Context: an optimization exercise on an open-source flow, tuned for a short achievable clock period and few clock cycles. The choices shown serve that exercise and are no tape-out recipe. The RTL was checked by simulation tests, not by an equivalence proof against the original design. Power figures rest on the tool's default switching activity, not on a simulated workload.

==> job 8633: inputs <==
==> flow/design.v (excerpt) <==
module single_cycle_mips_32(clk, rst, imem_addr, imem_rdata, dmem_addr,
	dmem_wdata, dmem_we, dmem_rdata);
==> flow/config.mk <==
export PLATFORM = sky130hd
export DESIGN_NAME = single_cycle_mips_32
export DESIGN_NICKNAME = single_cycle_mips_32
export VERILOG_FILES = /design/flow/design.v
export SDC_FILE = /design/flow/constraint.sdc
export NUM_CORES = 4
export LEC_CHECK = 0
export CAP_MARGIN = 20
export CELL_PAD_IN_SITES_DETAIL_PLACEMENT = 1
export CELL_PAD_IN_SITES_GLOBAL_PLACEMENT = 2
export CORE_MARGIN = 2
export CORE_UTILIZATION = 40
export SLEW_MARGIN = 20
export SYNTH_HIERARCHICAL = 1
==> flow/constraint.sdc <==
create_clock -name core_clock -period 12.0 [get_ports {clk}]
set_input_delay 2.4000 -clock core_clock [delete_from_list [all_inputs] [get_ports {clk}]]
set_output_delay 2.4000 -clock core_clock [all_outputs]
set_load 0.01 [all_outputs]
standard.sh (not shown) runs the stock make flow with config.mk's settings and CLKGATE_MAP_FILE= SYNTH_SCRIPT=/design/flow/synth_recipe.tcl, a recipe that flattens the netlist after the stock synthesis.
==> flow/flow/run.sh <==
#!/bin/bash
# Standard synthesis, except that full/half adders are not extracted (ABC maps
# the adders' gates for speed); then the standard layout, with strong port
# buffers and timing repair aiming for a larger setup margin than the 12 ns
# clock needs, so that the achieved period shrinks.
set -euo pipefail
bash standard.sh ADDER_MAP_FILE= synth > synth.log 2>&1
bash standard.sh SETUP_SLACK_MARGIN=${MARGIN:-8.8} \
  "BUFFER_PORTS_ARGS=-buffer_cell sky130_fd_sc_hd__buf_4" finish > layout.log 2>&1
==> job 2379 (differences from job 8633) <==
--- a/flow/design.v
+++ b/flow/design.v
@@ -286,15 +286,17 @@
 	wire [21:0] pc4_hi_p1 = pc4_hi + 22'd1;
 	wire [21:0] pc4_hi_m1 = pc4_hi - 22'd1;
 	wire [21:0] f_thi;
 	near_hi f_tsel(.c(f_tlo[8]), .s(fi[15]), .hi(pc4_hi), .hi_p1(pc4_hi_p1),
 		.hi_m1(pc4_hi_m1), .q(f_thi));
 	wire [31:0] f_target = {f_thi, f_tlo[7:0], pc4[1:0]};
 	wire f_bnear = f_bsame & f_tnear;
-	wire f_take = f_bnear;
+	wire f_bzc;
+	wire x_zero;
+	wire f_take = f_bnear | (f_bzc & x_zero);
 	wire [16:0] f_blo;
 	ks_add #(.W(16)) f_badd(.a(pc4[17:2]), .b(fi[15:0]), .cin(1'b0),
 		.sum(f_blo[15:0]), .cout(f_blo[16]));
 	wire [13:0] f_bhi;
 	wire [13:0] pc4_bhi_p1 = pc4[31:18] + 14'd1;
 	wire [13:0] pc4_bhi_m1 = pc4[31:18] - 14'd1;
 	near_hi #(.W(14)) f_bsel(.c(f_blo[16]), .s(fi[15]), .hi(pc4[31:18]),
@@ -327,30 +329,33 @@
 	reg [31:1] x_wd_oh;
 	always @(*) begin
 		for (k = 1; k < 32; k = k + 1)
 			x_wd_oh[k] = x_wen & (x_dst == k);
 	end
 	wire stall = x_valid & (x_lu_a | x_lu_b);
 	wire x_go = x_valid & ~(x_lu_a | x_lu_b);
-	wire x_eq = rs_val == rt_val;
+	wire x_eq;
+	zero32 x_eqz(.t(rs_val ^ rt_val), .z(x_eq));
+	assign f_bzc = f_beq & f_tnear & (f_rt == 5'd0) & hx_a & ~x_lw & x_sel_sum;
+	zero_res x_zr(.a(rs_val), .b(rt_val), .sub(x_sub), .z(x_zero));
 	wire x_taken = x_go & x_beq & x_eq;
 	wire x_bgo = x_go & x_beq;
 	wire [31:0] pc_jt = {pc4[31:28], fi[25:0], 2'b00};
 	wire [31:0] pc_next, pc_next_n;
 	genvar h;
 	generate
 		for (h = 0; h < 2; h = h + 1) begin : pk
-			pc_pick po(.bgo(x_bgo), .a(rs_val), .b(rt_val),
+			pc_pick po(.bgo(x_bgo), .a(rs_val), .b(rt_val), .bzc(f_bzc), .sub(x_sub),
 				.xtarget(x_target[16*h+15:16*h]), .st(stall), .pc(pc[16*h+15:16*h]),
-				.bnear(f_take), .ft(f_target[16*h+15:16*h]), .j(f_j),
+				.bnear(f_bnear), .ft(f_target[16*h+15:16*h]), .j(f_j),
 				.jt(pc_jt[16*h+15:16*h]), .pc4(pc4[16*h+15:16*h]),
 				.q(pc_next[16*h+15:16*h]));
-			pc_pick pn(.bgo(x_bgo), .a(rs_val), .b(rt_val),
+			pc_pick pn(.bgo(x_bgo), .a(rs_val), .b(rt_val), .bzc(f_bzc), .sub(x_sub),
 				.xtarget(x_target[16*h+15:16*h]), .st(stall), .pc(pc[16*h+15:16*h]),
-				.bnear(f_take), .ft(f_target[16*h+15:16*h]), .j(f_j),
+				.bnear(f_bnear), .ft(f_target[16*h+15:16*h]), .j(f_j),
 				.jt(pc_jt[16*h+15:16*h]), .pc4(pc4[16*h+15:16*h]),
 				.q(pc_next_n[16*h+15:16*h]));
 		end
 	endgenerate
 	always @(posedge clk or posedge rst) begin
 		if (rst) begin
 			pc_o <= 32'b0;
@@ -428,24 +433,77 @@
 	input s;
 	input [W-1:0] hi;
 	input [W-1:0] hi_p1;
 	input [W-1:0] hi_m1;
 	output [W-1:0] q;
 	assign q = (c == s) ? hi : (c ? hi_p1 : hi_m1);
 endmodule
-module pc_pick(bgo, a, b, xtarget, st, pc, bnear, ft, j, jt, pc4, q);
+module pc_pick(bgo, a, b, bzc, sub, xtarget, st, pc, bnear, ft, j, jt, pc4, q);
 	input bgo;
 	input [31:0] a;
 	input [31:0] b;
+	input bzc;
+	input sub;
 	input [15:0] xtarget;
 	input st;
 	input [15:0] pc;
 	input bnear;
 	input [15:0] ft;
 	input j;
 	input [15:0] jt;
 	input [15:0] pc4;
 	output [15:0] q;
-	wire xt = bgo & (a == b);
-	wire [15:0] f = bnear ? ft : (j ? jt : pc4);
-	assign q = xt ? xtarget : (st ? pc : f);
+	wire eq;
+	zero32 eqz(.t(a ^ b), .z(eq));
+	wire xt = bgo & eq;
+	wire z;
+	zero_res zr(.a(a), .b(b), .sub(sub), .z(z));
+	wire take = (bnear | (bzc & z)) & ~st;
+	wire [15:0] other = st ? pc : (j ? jt : pc4);
+	wire [15:0] f = take ? ft : other;
+	assign q = xt ? xtarget : f;
+endmodule
+module zero_res(a, b, sub, z);
+	input [31:0] a;
+	input [31:0] b;
+	input sub;
+	output z;
+	wire [31:0] t_add = (a ^ b) ^ {a[30:0] | b[30:0], 1'b0};
+	wire [31:0] t = sub ? (a ^ b) : t_add;
+	zero32 tz(.t(t), .z(z));
+endmodule
+module zero32(t, z);
+	input [31:0] t;
+	output z;
+	wire [15:0] l1;
+	wire [7:0] l2;
+	wire [3:0] l3;
+	wire [1:0] l4;
+	genvar i;
+	generate
+		for (i = 0; i < 16; i = i + 1) begin : a1
+			z_nor2 g(.a(t[2*i]), .b(t[2*i+1]), .y(l1[i]));
+		end
+		for (i = 0; i < 8; i = i + 1) begin : a2
+			z_nand2 g(.a(l1[2*i]), .b(l1[2*i+1]), .y(l2[i]));
+		end
+		for (i = 0; i < 4; i = i + 1) begin : a3
+			z_nor2 g(.a(l2[2*i]), .b(l2[2*i+1]), .y(l3[i]));
+		end
+		for (i = 0; i < 2; i = i + 1) begin : a4
+			z_nand2 g(.a(l3[2*i]), .b(l3[2*i+1]), .y(l4[i]));
+		end
+	endgenerate
+	z_nor2 g5(.a(l4[0]), .b(l4[1]), .y(z));
+endmodule
+module z_nor2(a, b, y);
+	input a;
+	input b;
+	output y;
+	assign y = ~(a | b);
+endmodule
+module z_nand2(a, b, y);
+	input a;
+	input b;
+	output y;
+	assign y = ~(a & b);
 endmodule
Settings changed: PLACE_DENSITY set to 0.7.
==> qor summary <==
quantity                                             job 2379    job 8633
First-pass GRT wire length                         480,000 µm  474,000 µm
Layout non-clock buf frac                               9.69%       11.1%
Number of clock buffers in the layout                     202         230
Well tap count                                          2,640       2,480
Cell depth of the worst setup path                          1          14
Worst IR Drop VDD                                  0.000169 V  0.000134 V
Post-layout power                                     15.1 mW     14.6 mW
Worst Hold Slack                                     0.490 ns    0.476 ns
Post-cts gate resize count                                813       1,084
Comb pwr                                              4.79 mW     4.47 mW
Die X-Extent                                           449 µm      437 µm
Outcome                      no timing/DRC/antenna violations  no timing/DRC/antenna violations
Clock Skew                                          0.0493 ns   0.0341 ns
Power density normalized to cell area              150 mW/mm²  151 mW/mm²
Min Tclk post-route                                   3.85 ns     3.98 ns
Number of fillers in the final layout                   19.8k       18.2k
Avg Vias per Cell                                        6.33        6.34
Capturing instance or port of the critical path  imem_addr[1]    pc_n[31]
Testbench counts of job 8633, summed over its fixed seeds: cycles 45,670.
Testbench counts of job 2379, summed over its fixed seeds: cycles 45,000.

==> inputs of job 3326 <==
Another version of the RTL of single_cycle_mips_32 (not shown whole).
Settings: LEC_CHECK=0, CAP_MARGIN=20, CELL_PAD_IN_SITES_DETAIL_PLACEMENT=1, CELL_PAD_IN_SITES_GLOBAL_PLACEMENT=2, CORE_MARGIN=2, CORE_UTILIZATION=40, SLEW_MARGIN=20, SYNTH_HIERARCHICAL=1; clock period 12.0 ns.
Scripts as last shown in full above: flow/flow/run.sh
==> job 1877 (differences from job 3326) <==
==> flow/design.v (replaced) <==
`timescale 1 ns / 100 ps
module sign_ext_16_32(d, q);
	input [15:0] d;
	output [31:0] q;
	assign q = { {16{d[15]}}, d};
endmodule
`timescale 1ns/1ps
module alu(op_sub, sel_sum, sel_slt, sel_and, sel_or, sel_nor, rd1, rd2, res);
	input op_sub;
	input sel_sum;
	input sel_slt;
	input sel_and;
	input sel_or;
	input sel_nor;
	input [31:0] rd1;
	input [31:0] rd2;
	output [31:0] res;
	wire [31:0] bx = rd2 ^ {32{op_sub}};
	wire [31:0] sum;
	wire cout;
	ks_add #(.W(32)) adder(.a(rd1), .b(bx), .cin(op_sub), .sum(sum), .cout(cout));
	wire [31:0] orv = rd1 | rd2;
	assign res = ({32{sel_sum}} & sum)
		| {31'b0, sel_slt & ~cout}
		| ({32{sel_and}} & (rd1 & rd2))
		| ({32{sel_or}} & orv)
		| ({32{sel_nor}} & ~orv);
endmodule
module ks_add(a, b, cin, sum, cout);
	parameter W = 32;
	localparam L = (W > 16) ? 5 : (W > 8) ? 4 : (W > 4) ? 3 : (W > 2) ? 2 : 1;
	input [W-1:0] a;
	input [W-1:0] b;
	input cin;
	output [W-1:0] sum;
	output cout;
	wire [W-1:0] p0 = a ^ b;
	wire [W-1:0] g0 = a & b;
	wire [W-1:0] g [0:L];
	wire [W-1:0] p [0:L];
	assign g[0] = {g0[W-1:1], g0[0] | (p0[0] & cin)};
	assign p[0] = p0;
	genvar l, i;
	generate
		for (l = 0; l < L; l = l + 1) begin : lvl
			for (i = 0; i < W; i = i + 1) begin : bt
				if (i >= (1 << l)) begin : comb
					if (l % 2 == 0) begin : t
						pg_aoi c(.g1(g[l][i]), .p1(p[l][i]),
							.g0(g[l][i - (1 << l)]), .p0(p[l][i - (1 << l)]),
							.gn(g[l+1][i]), .pn(p[l+1][i]));
					end
					else begin : n
						pg_oai c(.gn1(g[l][i]), .pn1(p[l][i]),
							.gn0(g[l][i - (1 << l)]), .pn0(p[l][i - (1 << l)]),
							.g(g[l+1][i]), .p(p[l+1][i]));
					end
				end
				else begin : pass
					pg_inv c(.g(g[l][i]), .p(p[l][i]),
						.gn(g[l+1][i]), .pn(p[l+1][i]));
				end
			end
		end
	endgenerate
	wire [W-1:0] gl = (L % 2 == 1) ? ~g[L] : g[L];
	assign sum = p0 ^ {gl[W-2:0], cin};
	assign cout = gl[W-1];
endmodule
module pg_aoi(g1, p1, g0, p0, gn, pn);
	input g1;
	input p1;
	input g0;
	input p0;
	output gn;
	output pn;
	assign gn = ~(g1 | (p1 & g0));
	assign pn = ~(p1 & p0);
endmodule
module pg_oai(gn1, pn1, gn0, pn0, g, p);
	input gn1;
	input pn1;
	input gn0;
	input pn0;
	output g;
	output p;
	assign g = ~(gn1 & (pn1 | gn0));
	assign p = ~(pn1 | pn0);
endmodule
module pg_inv(g, p, gn, pn);
	input g;
	input p;
	output gn;
	output pn;
	assign gn = ~g;
	assign pn = ~p;
endmodule
`timescale 1ns/1ns
module register_file(clk, ra1, ra2, we, wd, rd1, rd2);
	input clk;
	input [4:0] ra1;
	input [4:0] ra2;
	input [31:1] we;
	input [31:0] wd;
	output [31:0] rd1;
	output [31:0] rd2;
	reg [31:0] memory [1:31];
	reg [31:1] s1, s2;
	integer i;
	always @(*) begin
		for (i = 1; i < 32; i = i + 1) begin
			s1[i] = ra1 == i;
			s2[i] = ra2 == i;
		end
	end
	genvar g, b;
	generate
		for (g = 1; g < 32; g = g + 1) begin : regs
			always @(posedge clk) begin
				if (we[g])
					memory[g] <= wd;
			end
		end
		for (b = 0; b < 32; b = b + 1) begin : rd
			wire [31:1] col;
			for (g = 1; g < 32; g = g + 1) begin : c
				assign col[g] = memory[g][b];
			end
			rf_read_bit r1(.s(s1), .d(col), .q(rd1[b]));
			rf_read_bit r2(.s(s2), .d(col), .q(rd2[b]));
		end
	endgenerate
endmodule
module rf_read_bit(s, d, q);
	input [31:1] s;
	input [31:1] d;
	output q;
	wire [15:0] pn;
	rf_nand2 p0(.a(s[1]), .b(d[1]), .y(pn[0]));
	genvar k;
	generate
		for (k = 1; k < 16; k = k + 1) begin : pr
			rf_aoi22 p(.a0(s[2*k]), .b0(d[2*k]), .a1(s[2*k+1]), .b1(d[2*k+1]),
				.y(pn[k]));
		end
	endgenerate
	wire [3:0] o;
	rf_nand4 n0(.a(pn[0]), .b(pn[1]), .c(pn[2]), .d(pn[3]), .y(o[0]));
	rf_nand4 n1(.a(pn[4]), .b(pn[5]), .c(pn[6]), .d(pn[7]), .y(o[1]));
	rf_nand4 n2(.a(pn[8]), .b(pn[9]), .c(pn[10]), .d(pn[11]), .y(o[2]));
	rf_nand4 n3(.a(pn[12]), .b(pn[13]), .c(pn[14]), .d(pn[15]), .y(o[3]));
	wire [1:0] on;
	rf_nor2 r0(.a(o[0]), .b(o[1]), .y(on[0]));
	rf_nor2 r1(.a(o[2]), .b(o[3]), .y(on[1]));
	rf_nand2 f(.a(on[0]), .b(on[1]), .y(q));
endmodule
module rf_aoi22(a0, b0, a1, b1, y);
	input a0;
	input b0;
	input a1;
	input b1;
	output y;
	assign y = ~((a0 & b0) | (a1 & b1));
endmodule
module rf_nand2(a, b, y);
	input a;
	input b;
	output y;
	assign y = ~(a & b);
endmodule
module rf_nand4(a, b, c, d, y);
	input a;
	input b;
	input c;
	input d;
	output y;
	assign y = ~(a & b & c & d);
endmodule
module rf_nor2(a, b, y);
	input a;
	input b;
	output y;
	assign y = ~(a | b);
endmodule
`timescale 1ns/1ns
module single_cycle_mips_32(clk, rst, imem_addr, imem_rdata, dmem_addr,
	dmem_wdata, dmem_we, dmem_rdata);
	input clk;
	input rst;
	output [31:0] imem_addr;
	input [31:0] imem_rdata;
	output [31:0] dmem_addr;
	output [31:0] dmem_wdata;
	output dmem_we;
	input [31:0] dmem_rdata;
	localparam R_TYPE 		= 6'b000000;
	localparam LOAD_WORD 	= 6'b100011;
	localparam STORE_WORD 	= 6'b101011;
	localparam BRANCH_EQ	= 6'b000100;
	localparam JUMP 		= 6'b000010;
	reg [31:0] pc_o;		 
	reg [31:0] pc_n;		 
	wire [31:0] pc = ~pc_n;
	reg x_valid;
	reg [31:0] x_target;		 
	reg [15:0] x_imm;
	reg [31:0] x_a;			 
	reg [31:0] x_b;			 
	reg x_fm_a, x_fm_b;		 
	reg x_lu_a, x_lu_b;		 
	reg [4:0] x_dst;
	reg x_wen;
	reg x_lw;
	reg x_sw;
	reg x_beq;				 
	reg x_sub;
	reg x_sel_sum, x_sel_slt, x_sel_and, x_sel_or, x_sel_nor;
	reg [31:0] m_res;
	reg [31:0] m_addr;
	reg [31:0] m_wdata;
	reg m_we;
	reg m_lw;
	reg [31:1] m_wd_oh;
	reg [4:0] m_dst;
	reg m_wen;
	assign imem_addr = pc_o;
	wire [31:0] fi = imem_rdata;
	wire [31:0] pc4 = pc + 32'd4;
	wire [5:0] f_op = fi[31:26];
	wire [4:0] f_rs = fi[25:21];
	wire [4:0] f_rt = fi[20:16];
	wire [4:0] f_rd = fi[15:11];
	wire [3:0] f_fn = fi[3:0];
	wire f_rtype = f_op == R_TYPE;
	wire f_lw = f_op == LOAD_WORD;
	wire f_sw = f_op == STORE_WORD;
	wire f_beq = f_op == BRANCH_EQ;
	wire f_j = f_op == JUMP;
	wire f_same = f_rs == f_rt;
	wire f_bsame = f_beq & f_same;
	wire [4:0] f_dst = f_rtype ? f_rd : f_rt;
	wire f_wen = (f_rtype | f_lw) & (f_dst != 5'd0);
	wire fn_add = f_fn == 4'b0000;
	wire fn_sub = f_fn == 4'b0010;
	wire fn_or = f_fn == 4'b0101;
	wire fn_slt = f_fn == 4'b1010;
	wire fn_nor = f_fn == 4'b0111;
	wire fn_and = ~(fn_add | fn_sub | fn_or | fn_slt | fn_nor);
	wire f_use_rs = f_rtype | f_sw | f_beq | f_lw;
	wire f_use_rt = f_rtype | f_sw | f_beq;
	wire hx_a = x_valid & x_wen & (x_dst == f_rs);
	wire hx_b = x_valid & x_wen & (x_dst == f_rt);
	wire hm_a = m_wen & (m_dst == f_rs);
	wire hm_b = m_wen & (m_dst == f_rt);
	wire [31:0] rf_rd1, rf_rd2;
	wire [31:0] wd;
	register_file reg_file(
		.clk(clk),
		.ra1(f_rs),
		.ra2(f_rt),
		.we(m_wd_oh),
		.wd(wd),
		.rd1(rf_rd1),
		.rd2(rf_rd2)
		);
	wire f_tnear = (fi[15:7] == 9'h000) | (fi[15:7] == 9'h1ff);
	wire [8:0] f_tlo;
	ks_add #(.W(8)) f_tadd(.a(pc4[9:2]), .b(fi[7:0]), .cin(1'b0),
		.sum(f_tlo[7:0]), .cout(f_tlo[8]));
	wire [21:0] pc4_hi = pc4[31:10];
	wire [21:0] pc4_hi_p1 = pc4_hi + 22'd1;
	wire [21:0] pc4_hi_m1 = pc4_hi - 22'd1;
	wire [21:0] f_thi;
	near_hi f_tsel(.c(f_tlo[8]), .s(fi[15]), .hi(pc4_hi), .hi_p1(pc4_hi_p1),
		.hi_m1(pc4_hi_m1), .q(f_thi));
	wire [31:0] f_target = {f_thi, f_tlo[7:0], pc4[1:0]};
	wire f_bnear = f_bsame & f_tnear;
	wire [16:0] f_blo;
	ks_add #(.W(16)) f_badd(.a(pc4[17:2]), .b(fi[15:0]), .cin(1'b0),
		.sum(f_blo[15:0]), .cout(f_blo[16]));
	wire [13:0] f_bhi;
	wire [13:0] pc4_bhi_p1 = pc4[31:18] + 14'd1;
	wire [13:0] pc4_bhi_m1 = pc4[31:18] - 14'd1;
	near_hi #(.W(14)) f_bsel(.c(f_blo[16]), .s(fi[15]), .hi(pc4[31:18]),
		.hi_p1(pc4_bhi_p1), .hi_m1(pc4_bhi_m1), .q(f_bhi));
	wire [31:0] f_btarget = {f_bhi, f_blo[15:0], pc4[1:0]};
	wire [31:0] rs_val = x_fm_a ? m_res : x_a;
	wire [31:0] rt_val = x_fm_b ? m_res : x_b;
	wire [31:0] x_sext;
	sign_ext_16_32 x_sign_ext(
		.d(x_imm),
		.q(x_sext)
		);
	wire [31:0] alu_res;
	alu alu(
		.op_sub(x_sub),
		.sel_sum(x_sel_sum),
		.sel_slt(x_sel_slt),
		.sel_and(x_sel_and),
		.sel_or(x_sel_or),
		.sel_nor(x_sel_nor),
		.rd1(rs_val),
		.rd2(rt_val),
		.res(alu_res)
		);
	wire [31:0] agu;
	wire agu_c;
	ks_add #(.W(32)) agu_add(.a(rs_val), .b(x_sext), .cin(1'b0),
		.sum(agu), .cout(agu_c));
	integer k;
	reg [31:1] x_wd_oh;
	always @(*) begin
		for (k = 1; k < 32; k = k + 1)
			x_wd_oh[k] = x_wen & (x_dst == k);
	end
	wire stall = x_valid & (x_lu_a | x_lu_b);
	wire x_go = x_valid & ~(x_lu_a | x_lu_b);
	wire x_taken = x_go & x_beq & (rs_val == rt_val);
	wire [31:0] pc_base = x_taken ? x_target : stall ? pc : pc4;
	wire pc_use_ft = f_bnear & ~x_taken & ~stall;
	wire pc_use_j = f_j & ~x_taken & ~stall;
	wire [31:0] pc_next;
	pc_pick pick(.sel_ft(pc_use_ft), .ft(f_target), .sel_j(pc_use_j),
		.jt({pc4[31:28], fi[25:0], 2'b00}), .base(pc_base), .q(pc_next));
	always @(posedge clk or posedge rst) begin
		if (rst) begin
			pc_o <= 32'b0;
			pc_n <= 32'hffffffff;
		end
		else begin
			pc_o <= pc_next;
			pc_n <= ~pc_next;
		end
	end
	always @(posedge clk or posedge rst) begin
		if (rst)
			x_valid <= 1'b0;
		else if (~stall)
			x_valid <= ~x_taken & ~f_j & ~f_bnear;
	end
	always @(posedge clk) begin
		if (stall) begin
			x_a <= x_lu_a ? wd : rs_val;
			x_b <= x_lu_b ? wd : rt_val;
			x_fm_a <= 1'b0;
			x_fm_b <= 1'b0;
			x_lu_a <= 1'b0;
			x_lu_b <= 1'b0;
		end
		else begin
			x_a <= hm_a ? wd : rf_rd1;
			x_b <= hm_b ? wd : rf_rd2;
			x_fm_a <= hx_a & ~x_lw;
			x_fm_b <= hx_b & ~x_lw;
			x_lu_a <= hx_a & x_lw & f_use_rs;
			x_lu_b <= hx_b & x_lw & f_use_rt;
			x_target <= f_btarget;
			x_imm <= fi[15:0];
			x_dst <= f_dst;
			x_wen <= f_wen;
			x_lw <= f_lw;
			x_sw <= f_sw;
			x_beq <= f_beq & ~f_bnear;
			x_sub <= f_rtype & (fn_sub | fn_slt);
			x_sel_sum <= f_rtype & (fn_add | fn_sub);
			x_sel_slt <= f_rtype & fn_slt;
			x_sel_and <= f_rtype & fn_and;
			x_sel_or <= f_rtype & fn_or;
			x_sel_nor <= f_rtype & fn_nor;
		end
	end
	always @(posedge clk or posedge rst) begin
		if (rst) begin
			m_we <= 1'b0;
			m_wen <= 1'b0;
			m_wd_oh <= 31'b0;
		end
		else begin
			m_we <= x_go & x_sw;
			m_wen <= x_go & x_wen;
			m_wd_oh <= x_go ? x_wd_oh : 31'b0;
		end
	end
	always @(posedge clk) begin
		m_res <= alu_res;
		m_addr <= agu;
		m_wdata <= rt_val;
		m_lw <= x_lw;
		m_dst <= x_dst;
	end
	assign dmem_addr = m_addr;
	assign dmem_wdata = m_wdata;
	assign dmem_we = m_we;
	assign wd = m_lw ? dmem_rdata : m_res;
endmodule
module near_hi(c, s, hi, hi_p1, hi_m1, q);
	parameter W = 22;
	input c;
	input s;
	input [W-1:0] hi;
	input [W-1:0] hi_p1;
	input [W-1:0] hi_m1;
	output [W-1:0] q;
	assign q = (c == s) ? hi : (c ? hi_p1 : hi_m1);
endmodule
module pc_pick(sel_ft, ft, sel_j, jt, base, q);
	input sel_ft;
	input [31:0] ft;
	input sel_j;
	input [31:0] jt;
	input [31:0] base;
	output [31:0] q;
	assign q = sel_ft ? ft : (sel_j ? jt : base);
endmodule
==> job 1747 (differences from job 3326) <==
--- a/flow/design.v
+++ b/flow/design.v
@@ -212,19 +212,17 @@
 	localparam LOAD_WORD 	= 6'b100011;
 	localparam STORE_WORD 	= 6'b101011;
 	localparam BRANCH_EQ	= 6'b000100;
 	localparam JUMP 		= 6'b000010;
 	reg [31:0] pc_o;		 
 	reg [31:0] pc_n;		 
 	wire [31:0] pc = ~pc_n;
 	reg x_valid;
-	reg [17:0] x_tlo;		 
-	reg x_tc;				 
-	reg [13:0] x_pc4hi;		 
+	reg [31:0] x_target;		 
 	reg [15:0] x_imm;
 	reg [31:0] x_a;			 
 	reg [31:0] x_b;			 
 	reg x_fm_a, x_fm_b;		 
 	reg x_lu_a, x_lu_b;		 
 	reg [4:0] x_dst;
 	reg x_wen;
 	reg x_lw;
@@ -293,16 +291,22 @@
 	wire [31:0] f_target = {f_thi, f_tlo[7:0], pc4[1:0]};
 	wire f_bnear = f_bsame & f_tnear;
 	wire f_bzc;
 	wire x_zero;
 	wire f_take = f_bnear | (f_bzc & x_zero);
 	wire [16:0] f_blo;
 	ks_add #(.W(16)) f_badd(.a(pc4[17:2]), .b(fi[15:0]), .cin(1'b0),
 		.sum(f_blo[15:0]), .cout(f_blo[16]));
+	wire [13:0] f_bhi;
+	wire [13:0] pc4_bhi_p1 = pc4[31:18] + 14'd1;
+	wire [13:0] pc4_bhi_m1 = pc4[31:18] - 14'd1;
+	near_hi #(.W(14)) f_bsel(.c(f_blo[16]), .s(fi[15]), .hi(pc4[31:18]),
+		.hi_p1(pc4_bhi_p1), .hi_m1(pc4_bhi_m1), .q(f_bhi));
+	wire [31:0] f_btarget = {f_bhi, f_blo[15:0], pc4[1:0]};
 	wire [31:0] rs_val = x_fm_a ? m_res : x_a;
 	wire [31:0] rt_val = x_fm_b ? m_res : x_b;
 	wire [31:0] x_sext;
 	sign_ext_16_32 x_sign_ext(
 		.d(x_imm),
 		.q(x_sext)
 		);
 	wire [31:0] alu_res;
@@ -329,22 +333,16 @@
 	end
 	wire stall = x_valid & (x_lu_a | x_lu_b);
 	wire x_go = x_valid & ~(x_lu_a | x_lu_b);
 	wire x_eq;
 	zero32 x_eqz(.t(rs_val ^ rt_val), .z(x_eq));
 	assign f_bzc = f_beq & f_tnear & (f_rt == 5'd0) & hx_a & ~x_lw & x_sel_sum;
 	zero_res x_zr(.a(rs_val), .b(rt_val), .sub(x_sub), .z(x_zero));
 	wire x_taken = x_go & x_beq & x_eq;
-	wire [13:0] x_pc4hi_p1 = x_pc4hi + 14'd1;
-	wire [13:0] x_pc4hi_m1 = x_pc4hi - 14'd1;
-	wire [13:0] x_thi;
-	near_hi #(.W(14)) x_tsel(.c(x_tc), .s(x_imm[15]), .hi(x_pc4hi),
-		.hi_p1(x_pc4hi_p1), .hi_m1(x_pc4hi_m1), .q(x_thi));
-	wire [31:0] x_target = {x_thi, x_tlo};
 	wire x_bgo = x_go & x_beq;
 	wire [31:0] pc_jt = {pc4[31:28], fi[25:0], 2'b00};
 	wire [31:0] pc_next, pc_next_n;
 	genvar h;
 	generate
 		for (h = 0; h < 2; h = h + 1) begin : pk
 			pc_pick po(.bgo(x_bgo), .a(rs_val), .b(rt_val), .bzc(f_bzc), .sub(x_sub),
 				.xtarget(x_target[16*h+15:16*h]), .st(stall), .pc(pc[16*h+15:16*h]),
@@ -385,19 +383,17 @@
 		end
 		else begin
 			x_a <= hm_a ? wd : rf_rd1;
 			x_b <= hm_b ? wd : rf_rd2;
 			x_fm_a <= hx_a & ~x_lw;
 			x_fm_b <= hx_b & ~x_lw;
 			x_lu_a <= hx_a & x_lw & f_use_rs;
 			x_lu_b <= hx_b & x_lw & f_use_rt;
-			x_tlo <= {f_blo[15:0], pc4[1:0]};
-			x_tc <= f_blo[16];
-			x_pc4hi <= pc4[31:18];
+			x_target <= f_btarget;
 			x_imm <= fi[15:0];
 			x_dst <= f_dst;
 			x_wen <= f_wen;
 			x_lw <= f_lw;
 			x_sw <= f_sw;
 			x_beq <= f_beq & ~f_take;
 			x_sub <= f_rtype & (fn_sub | fn_slt);
 			x_sel_sum <= f_rtype & (fn_add | fn_sub);
--- a/flow/config.mk
+++ b/flow/config.mk
@@ -4,11 +4,11 @@
 export VERILOG_FILES = /design/flow/design.v
 export SDC_FILE = /design/flow/constraint.sdc
 export NUM_CORES = 4
 export LEC_CHECK = 0
 export CAP_MARGIN = 20
 export CELL_PAD_IN_SITES_DETAIL_PLACEMENT = 1
 export CELL_PAD_IN_SITES_GLOBAL_PLACEMENT = 2
 export CORE_MARGIN = 2
-export CORE_UTILIZATION = 40
+export CORE_UTILIZATION = 55
 export SLEW_MARGIN = 20
 export SYNTH_HIERARCHICAL = 1
==> job 8445 (differences from job 3326) <==
--- a/flow/design.v
+++ b/flow/design.v
@@ -212,19 +212,17 @@
 	localparam LOAD_WORD 	= 6'b100011;
 	localparam STORE_WORD 	= 6'b101011;
 	localparam BRANCH_EQ	= 6'b000100;
 	localparam JUMP 		= 6'b000010;
 	reg [31:0] pc_o;		 
 	reg [31:0] pc_n;		 
 	wire [31:0] pc = ~pc_n;
 	reg x_valid;
-	reg [17:0] x_tlo;		 
-	reg x_tc;				 
-	reg [13:0] x_pc4hi;		 
+	reg [31:0] x_target;		 
 	reg [15:0] x_imm;
 	reg [31:0] x_a;			 
 	reg [31:0] x_b;			 
 	reg x_fm_a, x_fm_b;		 
 	reg x_lu_a, x_lu_b;		 
 	reg [4:0] x_dst;
 	reg x_wen;
 	reg x_lw;
@@ -293,16 +291,22 @@
 	wire [31:0] f_target = {f_thi, f_tlo[7:0], pc4[1:0]};
 	wire f_bnear = f_bsame & f_tnear;
 	wire f_bzc;
 	wire x_zero;
 	wire f_take = f_bnear | (f_bzc & x_zero);
 	wire [16:0] f_blo;
 	ks_add #(.W(16)) f_badd(.a(pc4[17:2]), .b(fi[15:0]), .cin(1'b0),
 		.sum(f_blo[15:0]), .cout(f_blo[16]));
+	wire [13:0] f_bhi;
+	wire [13:0] pc4_bhi_p1 = pc4[31:18] + 14'd1;
+	wire [13:0] pc4_bhi_m1 = pc4[31:18] - 14'd1;
+	near_hi #(.W(14)) f_bsel(.c(f_blo[16]), .s(fi[15]), .hi(pc4[31:18]),
+		.hi_p1(pc4_bhi_p1), .hi_m1(pc4_bhi_m1), .q(f_bhi));
+	wire [31:0] f_btarget = {f_bhi, f_blo[15:0], pc4[1:0]};
 	wire [31:0] rs_val = x_fm_a ? m_res : x_a;
 	wire [31:0] rt_val = x_fm_b ? m_res : x_b;
 	wire [31:0] x_sext;
 	sign_ext_16_32 x_sign_ext(
 		.d(x_imm),
 		.q(x_sext)
 		);
 	wire [31:0] alu_res;
@@ -329,22 +333,16 @@
 	end
 	wire stall = x_valid & (x_lu_a | x_lu_b);
 	wire x_go = x_valid & ~(x_lu_a | x_lu_b);
 	wire x_eq;
 	zero32 x_eqz(.t(rs_val ^ rt_val), .z(x_eq));
 	assign f_bzc = f_beq & f_tnear & (f_rt == 5'd0) & hx_a & ~x_lw & x_sel_sum;
 	zero_res x_zr(.a(rs_val), .b(rt_val), .sub(x_sub), .z(x_zero));
 	wire x_taken = x_go & x_beq & x_eq;
-	wire [13:0] x_pc4hi_p1 = x_pc4hi + 14'd1;
-	wire [13:0] x_pc4hi_m1 = x_pc4hi - 14'd1;
-	wire [13:0] x_thi;
-	near_hi #(.W(14)) x_tsel(.c(x_tc), .s(x_imm[15]), .hi(x_pc4hi),
-		.hi_p1(x_pc4hi_p1), .hi_m1(x_pc4hi_m1), .q(x_thi));
-	wire [31:0] x_target = {x_thi, x_tlo};
 	wire x_bgo = x_go & x_beq;
 	wire [31:0] pc_jt = {pc4[31:28], fi[25:0], 2'b00};
 	wire [31:0] pc_next, pc_next_n;
 	genvar h;
 	generate
 		for (h = 0; h < 2; h = h + 1) begin : pk
 			pc_pick po(.bgo(x_bgo), .a(rs_val), .b(rt_val), .bzc(f_bzc), .sub(x_sub),
 				.xtarget(x_target[16*h+15:16*h]), .st(stall), .pc(pc[16*h+15:16*h]),
@@ -385,19 +383,17 @@
 		end
 		else begin
 			x_a <= hm_a ? wd : rf_rd1;
 			x_b <= hm_b ? wd : rf_rd2;
 			x_fm_a <= hx_a & ~x_lw;
 			x_fm_b <= hx_b & ~x_lw;
 			x_lu_a <= hx_a & x_lw & f_use_rs;
 			x_lu_b <= hx_b & x_lw & f_use_rt;
-			x_tlo <= {f_blo[15:0], pc4[1:0]};
-			x_tc <= f_blo[16];
-			x_pc4hi <= pc4[31:18];
+			x_target <= f_btarget;
 			x_imm <= fi[15:0];
 			x_dst <= f_dst;
 			x_wen <= f_wen;
 			x_lw <= f_lw;
 			x_sw <= f_sw;
 			x_beq <= f_beq & ~f_take;
 			x_sub <= f_rtype & (fn_sub | fn_slt);
 			x_sel_sum <= f_rtype & (fn_add | fn_sub);
@@ -456,20 +452,19 @@
 	input [15:0] jt;
 	input [15:0] pc4;
 	output [15:0] q;
 	wire eq;
 	zero32 eqz(.t(a ^ b), .z(eq));
 	wire xt = bgo & eq;
 	wire z;
 	zero_res zr(.a(a), .b(b), .sub(sub), .z(z));
-	wire take = (bnear | (bzc & z)) & ~st;
-	wire [15:0] other = st ? pc : (j ? jt : pc4);
-	wire [15:0] f = take ? ft : other;
-	assign q = xt ? xtarget : f;
+	wire take = bnear | (bzc & z);
+	wire [15:0] f = take ? ft : (j ? jt : pc4);
+	assign q = xt ? xtarget : (st ? pc : f);
 endmodule
 module zero_res(a, b, sub, z);
 	input [31:0] a;
 	input [31:0] b;
 	input sub;
 	output z;
 	wire [31:0] t_add = (a ^ b) ^ {a[30:0] | b[30:0], 1'b0};
 	wire [31:0] t = sub ? (a ^ b) : t_add;
==> run summary <==
Worst Setup SP imem_rdata[18]; hold path startpoint x_lw; Leak ~32 nW; status finished clean; # placed instances 7854; CP max FO 8; gr usage total 36.2%; Layout non-clock buf frac 12.5%; hold_ws 0.440 ns
The numbers above come from job 1877.

==> run summary <==
status finished clean; CP max FO 1; gr usage total 33.7%; # placed instances 9262; Worst Setup SP pc_o[19]
The numbers above come from job 8445.

==> run summary <==
status finished clean; Layout non-clock buf frac 9.18%; hold_ws 0.487 ns; pwr/cell area 148 mW/mm^2; CTS tree done; hold path startpoint x_lw; Die H 449 um; Worst Setup SP pc_o[18]
The numbers above come from job 3326.

==> run summary <==
Layout non-clock buf frac approximately a tenth; Worst Setup SP x_fm_a; hold path startpoint x_sw; initial antenna violation count 41; total core area 0.143 mm^2; # placed instances 8520; Leak 34.3 nW; hold_ws 0.490 ns; status finished clean
The numbers above come from job 1747.

Testbench counts of job 3326, summed over its fixed seeds: cycles 45,000.
Testbench counts of job 1877, summed over its fixed seeds: cycles 45,670.
Testbench counts of job 1747, summed over its fixed seeds: cycles 45,000.
Testbench counts of job 8445, summed over its fixed seeds: cycles 45,000.

## afterwards: timing with drivers on the ports
Ports are ideal in the flow. The routed layouts listed here were re-timed in OpenROAD. Step 1 (the two cells are an assumption about what drives the block):
set clk [get_ports {clk}]
set_driving_cell -lib_cell sky130_fd_sc_hd__clkbuf_16 $clk
set_driving_cell -lib_cell sky130_fd_sc_hd__buf_2 [delete_from_list [all_inputs] $clk]
Step 2 also shifts input and output timing later by t, the mid clock arrival at the registers, as if the neighbouring blocks saw the same clock. a / b / c = ideal / step 1 / step 2; a / b = the first two.
| run | shift t [ns] | slack for setup (ns) | latest minus earliest clock arrival (ns) | slew at the worst register clock pin (ns) | pins driven straight from the clock port |
|---|---|---|---|---|---|
| job 8633 | 0.913 | 8.022 / 8.066 / 7.153 | 0.034 / 0.034 | 0.06 / 0.06 | 1 |
| job 2379 | 0.931 | 8.153 / 7.948 / 7.017 | 0.053 / 0.053 | 0.07 / 0.07 | 1 |
| job 3326 | 0.901 | 8.181 / 8.010 / 7.108 | 0.055 / 0.055 | 0.07 / 0.07 | 1 |
| job 1877 | 0.901 | 8.172 / 8.098 / 7.226 | 0.058 / 0.057 | 0.07 / 0.07 | 1 |
| job 1747 | 0.911 | 7.603 / 7.076 / 6.164 | 0.081 / 0.081 | 0.08 / 0.08 | 1 |
| job 8445 | 0.919 | 8.157 / 8.054 / 7.180 | 0.049 / 0.049 | 0.06 / 0.06 | 1 |
After both steps setup and hold are still met in every run listed. The setup slack of job 1747, which loses most, moves by -0.527 ns with the drivers and by -1.439 ns with both steps.
